What follows belongs to an exercise in optimizing a design on an open flow for small area and a short achievable clock period; a production flow would make more cautious choices. Only simulation tests tie the RTL to the original design; equivalence was not proved.

==> flow/design.v, too long to show whole: its modules and the start of the top module <==
// module Circle_Area_Calculator: 2327 lines
// module AOI21: 5 lines
// module FA: 6 lines
// module HA: 6 lines
// module INV: 5 lines
// module MX2I: 5 lines
// module NB2: 5 lines
// module ND2: 5 lines
// module NR2: 5 lines
// module OAI21: 5 lines
// module OR2: 5 lines
// module XN2: 5 lines
// module XR2: 5 lines
module Circle_Area_Calculator(clk, rst, radius, area);
  // ...
==> flow/flow/run.sh <==
#!/bin/bash
set -o pipefail
cp standard.sh standard_sh.log
export SETUP_SLACK_MARGIN=${MARGIN:-14}
export BUFFER_PORTS_ARGS="${BPA:--buffer_cell sky130_fd_sc_hd__buf_4}"
bash standard.sh > standard.log 2>&1
==> flow/standard.sh <==
#!/bin/bash
# synth_recipe.tcl (not shown) runs the flow's synth.tcl, then flattens the netlist and writes it again
# the make line also repeats each setting of config.mk as NAME=value (left out here)
make -C /OpenROAD-flow-scripts/flow DESIGN_CONFIG=/design/flow/config.mk WORK_HOME=/design/flow/orfs CLKGATE_MAP_FILE= SYNTH_SCRIPT=/design/flow/synth_recipe.tcl "${@:-finish}"
==> flow/config.mk <==
export PLATFORM = sky130hd
export DESIGN_NAME = Circle_Area_Calculator
export DESIGN_NICKNAME = Circle_Area_Calculator
export VERILOG_FILES = /design/flow/design.v
export SDC_FILE = /design/flow/constraint.sdc
export NUM_CORES = 4
export LEC_CHECK = 0
export CAP_MARGIN = 20
export CORE_MARGIN = 2
export CORE_UTILIZATION = 40
export SLEW_MARGIN = 20
export SYNTH_HIERARCHICAL = 1
export SYNTH_MINIMUM_KEEP_SIZE = 0
==> flow/constraint.sdc <==
create_clock -name core_clock -period 30.0 [get_ports {clk}]
set_input_delay 6.0000 -clock core_clock [delete_from_list [all_inputs] [get_ports {clk}]]
set_output_delay 6.0000 -clock core_clock [all_outputs]
set_load 0.01 [all_outputs]
==> flow_summary.ini, run 1 <==
[clocking]
cts_sinks = 31
post_cts_buffers = 0
cts_resized = 0
clock_path_buffers = 2

[drt]
top_layer = met4
wl_met2_um = 14700
wl_met3_um = 1540
via_per_inst = 5.16
routedWlPerCell_um = 17.0

[finish]
clock_buffers = 6
multi_input_area_share_pct = 83.8
fin_cells = 1754
largest_class = multi-input combinational cells
fin_util_pct = 44.8
clk_share_pct = 1.08
final_cell_mix = nand2_1, fa_1, xor2_1
drive_gt1_share_pct = 12.7
seq_area_um2 = 621

[setup_path]
critPathCapture = area[19]$_SDFF_PP0_
critPathTopFamily = adder cells
crit_type = in -> reg

[die]
rows = 63

[timing]
whs_ps = 5980
worst_pin_slew_ps = 911
maxSlewHeadroom_pct = 37.5

[global_routing]
grt_antenna_before_repair = 0
grt_util_met3_pct = 2.49
first_global_vias = 9902
grt_pass1_wl_um = 50500

[min_path]
min_to = area[28]$_SDFF_PP0_

[synth]
ys_types = 41

[status]
status = no timing/DRC/antenna violations

[placement]
dp_slack_ps = 13930
dp_hpwl_um = 22800
==> run 2, diff against run 1 <==
==> flow/flow/run.sh (replaced) <==
#!/bin/bash
set -o pipefail
cp standard.sh standard_sh.log
export PRE_FLOORPLAN_TCL="$(pwd)/flow/downsize.tcl"
export SETUP_SLACK_MARGIN=${MARGIN:-14.5}
export BUFFER_PORTS_ARGS="-buffer_cell sky130_fd_sc_hd__buf_2"
bash standard.sh > standard.log 2>&1
==> flow/flow/downsize.tcl (new file) <==
# Downsize the combinational cells that synthesis mapped to a stronger drive
# than _1 (ABC upsizes some one-gate modules) to the _1 cell of the same
# function; the timing repair steps later upsize the cells that need it.
set ds_count 0
set ds_db [ord::get_db]
foreach ds_inst [[ord::get_db_block] getInsts] {
  set ds_master [[$ds_inst getMaster] getName]
  if { ![regexp {^sky130_fd_sc_hd__(\w+)_(\d+)$} $ds_master -> ds_base ds_drive] } { continue }
  if { $ds_drive <= 1 } { continue }
  if { [regexp {^(dfxtp|dfrtp|dfstp|buf|clkbuf|clkinv|clkdlybuf4s\d+|dlygate4sd\d|dlymetal6s\d+s|tapvpwrvgnd|fill|decap|conb)$} $ds_base] } { continue }
  set ds_new "sky130_fd_sc_hd__${ds_base}_1"
  if { [$ds_db findMaster $ds_new] == "NULL" } { continue }
  replace_cell [$ds_inst getName] $ds_new
  incr ds_count
}
puts "downsize.tcl: downsized $ds_count instances"
==> flow_summary.ini, run 2 <==
[die]
dieHeight_um = 176
start_util_pct = 40.8
core_area_um2 = 28900
dieArea_um2 = 30800
rows = 62
ioPinCount = 66
die_x_um = 176

[placement]
dp_slack_ps = 13560
portBuffers = 62
post-place-cells = 1741
dpl-instance-area_um2 = 12600
gp_congestion = 0.868
dp_hpwl_um = 22300

[finish]
largest-register = area
stdcell_area_um2 = 13100
nNetsFinal = 1720
fillers = 2807
n_antenna_cell = 0
final_common_cell = nand2_1
top_regs = area (31)
final_cell_mix = nand2_1, fa_1, nor2_1, xor2_1, inv_1
largest_register_ffs = 31
fin_cells = 1760
fin_util_pct = 45.4
drive_gt1_share_pct = 9.08

[setup_path]
critPathTopFamily = adder cells
crit_fanout = 28
worst-path-stages = 36
cp_common_cell = fa_1
setup.worst_path.end_class = register
cp_slowest_cell = fa_1
cp.arrival_ps = 15090
crit_type = in -> reg
setup.worst_path.start = radius[6]
cp_num_buf_inv = 5
critPathMaxStageDelay_ps = 560
worst_setup_path_start_kind = primary input
critPathCapture = area[15]$_SDFF_PP0_
required_ps = 30140

[min_path]
hold_class = in -> reg
holdPathStages = 3

[timing]
tns_ps = 0
max_freq_mhz = 66.9
rsz0062_at_grt = false
finalSetupViolations = 0
whs_ps = 5970
hold_viol_final = 0
worst_slack_ps = 15050
min_period_ps = 14950
maxSlewHeadroom_pct = 13.7
worst_pin_slew_ps = 1290
min_period_over_period_pct = 49.8
slew_violations = 0

[drt]
routedWlPerCell_um = 16.6
via_per_inst = 5.15
ant_nets = 0
drt_iter0_markers = 444
via_count = 9067
drtPass1Iterations = 5
drcViolationCount = 0
routed_wl_um = 29300

[global_routing]
grt_usage_pct = 20.0
grt_max_degree = 32
grt_antenna_before_repair = 0
first_global_vias = 9738
grt_pass1_wl_um = 49200
grt-ovfl-total = 0

[synth]
ys_warn_count = 7
syn_nets = 1634
postSynthCellCount = 1289

[clocking]
clock_path_buffers = 2
clkSlewWorstSetupHoldPaths_ps = 50
cts_hold_buf = 0
cts.root.buffer_cell = clkbuf_16
cts_tree = done
htreeDepth = 2
cts_sinks = 31
numCtsBuffers = 5

[flow_run]
drv_cap = 0

[status]
status = no timing/DRC/antenna violations
run 2: worst min-delay path, cell delays in order:
cell	delay, ps
buf_2	80
xnor2_1	60
nor2_1	70
run 2: per-layer routing:
| layer | vias to the layer above | part of all wire [%] | global-route usage (%) |
|---|---|---|---|
| li1 | 4202 | - | - |
| met1 | 4562 | 44 | 26.6 |
| met2 | 261 | 49 | 35.2 |
| met3 | 42 | 5.6 | 2.42 |
| met4 | 0 | 1.7 | 4.34 |
| met5 | - | 0 | 0 |
run 2: final cells by class:
type,instances,area [µm²],area share (%)
Multi-Input combinational cell,1161,10900,83.4
Sequential cell,31,621,4.73
Timing Repair Buffer,83,592,4.51
Tap cell,384,480,3.66
Inverter,93,349,2.66
Clock buffer,5,125,0.954
Clock inverter,3,15.0,0.115
run 2: timing repair:
item,4_1_cts,5_1_grt
pin swaps,0,2
resized for setup,29,49
setup endpoints to repair,16,20
buffers inserted,0,11
run 2: how the worst min path moves through the flow:
| stage | end | startpoint | slack [ps] |
|---|---|---|---|
| 4_1_cts | area[30]$_SDFF_PP0_ | radius[29] | 5970 |
| 3_3_place_gp | area[30]$_SDFF_PP0_ | radius[29] | 6250 |
| 3_5_place_dp | area[30]$_SDFF_PP0_ | radius[29] | 6260 |
| 5_1_grt | area[29]$_SDFF_PP0_ | radius[28] | 6000 |
| 6_report | area[30]$_SDFF_PP0_ | radius[29] | 5970 |
| 2_1_floorplan | area[23]$_SDFF_PP0_ | rst | 6070 |

[separate check: timing with driven ports]
How much do the figures lean on ideal ports? The routed layouts below were timed once more, with nothing changed but the port constraints.
Step 1: set_driving_cell puts a clkbuf_16 on clk and a buf_2 on each other input, an assumption about the parent block.
Step 2, shift: input delay + t, output delay - t, t = (earliest + latest rising clock arrival at the registers) / 2. This alone moves slack from input paths to output paths.
a / b / c = no drivers / after step 1 / after step 2; a / b = the first two.
| run | t, ns | setup slack, ns | worst slew at a driven data input, ns |
|---|---|---|---|
| run 1 | 0.298 | 14.680 / 14.687 / 14.388 | 0.05 |
| run 2 | 0.309 | 15.055 / 15.057 / 14.748 | 0.04 |
After both steps setup and hold are still met in every run listed. The setup slack of run 2, which loses most, moves by +0.002 ns with the drivers and by -0.307 ns with both steps.
